Background: an optimization exercise with open tools, aiming at small area. Do not read the settings as production practice. The RTL was checked by simulation tests, not by an equivalence proof against the original design. No activity file was given, so power comes from the tool's default toggle rates.

==> module pht_and2, before the edit <==
module pht_and2 (input logic a, input logic b, output logic y);
    assign y = a & b;
endmodule
==> module pht_and3, before the edit <==
module pht_and3 (input logic a, input logic b, input logic c, output logic y);
    assign y = a & b & c;
endmodule
==> module mnk_bit_predictor, before the edit <==
module mnk_bit_predictor #(parameter K = 4,
                        parameter N = 2,
                        parameter M = 4
                        ) (
    input logic clk,
    input logic reset,
    input logic [K-1:0] index,
    input logic [M-1:0] bhr_in,
    input logic branch_outcome,        
    output logic prediction            
);
    localparam R = 1 << M;    
    localparam C = 1 << K;    
    logic [R-1:0] row_r [2];
    logic [R-1:0] row_w;
    logic [C-1:0] col_r, col_w;
    logic [N-1:0] nxt;
    logic [R*N-1:0] rownew;
    logic [N-1:0] rd [C-1:0];
    logic [C-1:0] rdb [N-1:0];
    logic [N-1:0] cur;
    genvar gr, gc, gb, gh;
    generate
        for (gr = 0; gr < R; gr++) begin : g_rsel
            for (gh = 0; gh < 2; gh++) begin : g_h
                pht_and3 rdec (
                    .a(gr[0] ? bhr_in[0] : ~bhr_in[0]),
                    .b(gr[1] ? bhr_in[1] : ~bhr_in[1]),
                    .c(gr[2] ? bhr_in[2] : ~bhr_in[2]),
                    .y(row_r[gh][gr])
                );
            end
            assign row_w[gr] = row_r[0][gr] | reset;
            for (gb = 0; gb < N; gb++) begin : g_rn
                pht_and2 rn (.a(row_w[gr]), .b(nxt[gb]), .y(rownew[gr*N + gb]));
            end
        end
        for (gc = 0; gc < C; gc++) begin : g_csel
            assign col_r[gc] = (index == K'(gc));
            assign col_w[gc] = col_r[gc] | reset;
        end
        for (gc = 0; gc < C; gc++) begin : g_c
            pht_col #(N, R) pcol (
                .clk(clk), .row_w(row_w), .row_r(row_r[gc / (C / 2)]), .col_w(col_w[gc]),
                .rownew(rownew), .rd(rd[gc])
            );
            for (gb = 0; gb < N; gb++) begin : g_b
                assign rdb[gb][gc] = rd[gc][gb];
            end
        end
        for (gb = 0; gb < N; gb++) begin : g_rd
            pht_sel16 csel (.sel(col_r), .d(rdb[gb]), .y(cur[gb]));
        end
    endgenerate
    assign prediction = cur[N-1];
    always_comb begin
        if (reset)
            nxt = '0;
        else if (branch_outcome)
            nxt = (&cur) ? cur : cur + 1'b1;
        else
            nxt = (|cur) ? cur - 1'b1 : cur;
    end
endmodule
==> flow/config.mk <==
export PLATFORM = sky130hd
export DESIGN_NAME = predictor_top
export DESIGN_NICKNAME = predictor_top
export VERILOG_FILES = /design/flow/design.v
export SDC_FILE = /design/flow/constraint.sdc
export NUM_CORES = 4
export LEC_CHECK = 0
export CAP_MARGIN = 0
export CORE_MARGIN = 2
export CORE_UTILIZATION = 75
export CTS_BUF_LIST = sky130_fd_sc_hd__clkbuf_16
export CTS_CLUSTER_DIAMETER = 80
export CTS_CLUSTER_SIZE = 30
export PLACE_DENSITY = 0.9
export SLEW_MARGIN = 0
export SYNTH_HIERARCHICAL = 1
export SYNTH_MINIMUM_KEEP_SIZE = 0
==> flow/constraint.sdc <==
create_clock -name core_clock -period 6.0 [get_ports {clk}]
set_input_delay 1.2000 -clock core_clock [delete_from_list [all_inputs] [get_ports {clk}]]
set_output_delay 1.2000 -clock core_clock [all_outputs]
set_load 0.01 [all_outputs]
run.sh (not shown) runs the stock make flow with config.mk's settings and CLKGATE_MAP_FILE= SYNTH_SCRIPT=/design/flow/synth_recipe.tcl, a recipe that flattens the netlist after the stock synthesis.
Next try:
--- a/flow/design.v
+++ b/flow/design.v
@@ -14,10 +14,4 @@
 module pht_nand2 (input logic a, input logic b, output logic y);
     assign y = ~(a & b);
-endmodule
-module pht_and2 (input logic a, input logic b, output logic y);
-    assign y = a & b;
-endmodule
-module pht_and3 (input logic a, input logic b, input logic c, output logic y);
-    assign y = a & b & c;
 endmodule
 module pht_nand3 (input logic a, input logic b, input logic c, output logic y);
@@ -112,6 +106,5 @@
     localparam R = 1 << M;    
     localparam C = 1 << K;    
-    logic [R-1:0] row_r [2];
-    logic [R-1:0] row_w;
+    logic [R-1:0] row_r, row_w;
     logic [C-1:0] col_r, col_w;
     logic [N-1:0] nxt;
@@ -120,19 +113,10 @@
     logic [C-1:0] rdb [N-1:0];
     logic [N-1:0] cur;
-    genvar gr, gc, gb, gh;
+    genvar gr, gc, gb;
     generate
         for (gr = 0; gr < R; gr++) begin : g_rsel
-            for (gh = 0; gh < 2; gh++) begin : g_h
-                pht_and3 rdec (
-                    .a(gr[0] ? bhr_in[0] : ~bhr_in[0]),
-                    .b(gr[1] ? bhr_in[1] : ~bhr_in[1]),
-                    .c(gr[2] ? bhr_in[2] : ~bhr_in[2]),
-                    .y(row_r[gh][gr])
-                );
-            end
-            assign row_w[gr] = row_r[0][gr] | reset;
-            for (gb = 0; gb < N; gb++) begin : g_rn
-                pht_and2 rn (.a(row_w[gr]), .b(nxt[gb]), .y(rownew[gr*N + gb]));
-            end
+            assign row_r[gr] = (bhr_in == M'(gr));
+            assign row_w[gr] = row_r[gr] | reset;
+            assign rownew[gr*N +: N] = {N{row_w[gr]}} & nxt;
         end
         for (gc = 0; gc < C; gc++) begin : g_csel
@@ -142,5 +126,5 @@
         for (gc = 0; gc < C; gc++) begin : g_c
             pht_col #(N, R) pcol (
-                .clk(clk), .row_w(row_w), .row_r(row_r[gc / (C / 2)]), .col_w(col_w[gc]),
+                .clk(clk), .row_w(row_w), .row_r(row_r), .col_w(col_w[gc]),
                 .rownew(rownew), .rd(rd[gc])
             );
Result:
- routed wire length grows by a few percent
- first-iteration DRC count came out higher by roughly a tenth
- count of clock-buffer cells in the layout stays the same
- clock power stays flat
- worst hold slack is better by 0.0038 ns

## what the ideal ports hide
In the flow no input, the clock included, has a driving cell. The finished layouts below were timed again as built, in two steps.
Step 1, drivers: a clkbuf_16 drives clk and a buf_2 each remaining input, both assumed.
Step 2 times the ports against the registers' clock, not the clock port: input delays grow and output delays shrink by t, the midpoint of the rising clock arrivals with the driver on.
Slacks: ideal / step 1 / step 2; pairs: ideal / step 1.
run | t, ns | setup slack, ns | worst setup path at the end | latest minus earliest clock arrival (ns)
the first run | 0.564 | 0.364 / 0.317 / 0.638 | input to register | 0.017 / 0.017
the second run | 0.569 | 0.494 / 0.446 / 0.759 | input to register | 0.022 / 0.022
After both steps every run listed still meets setup and hold.
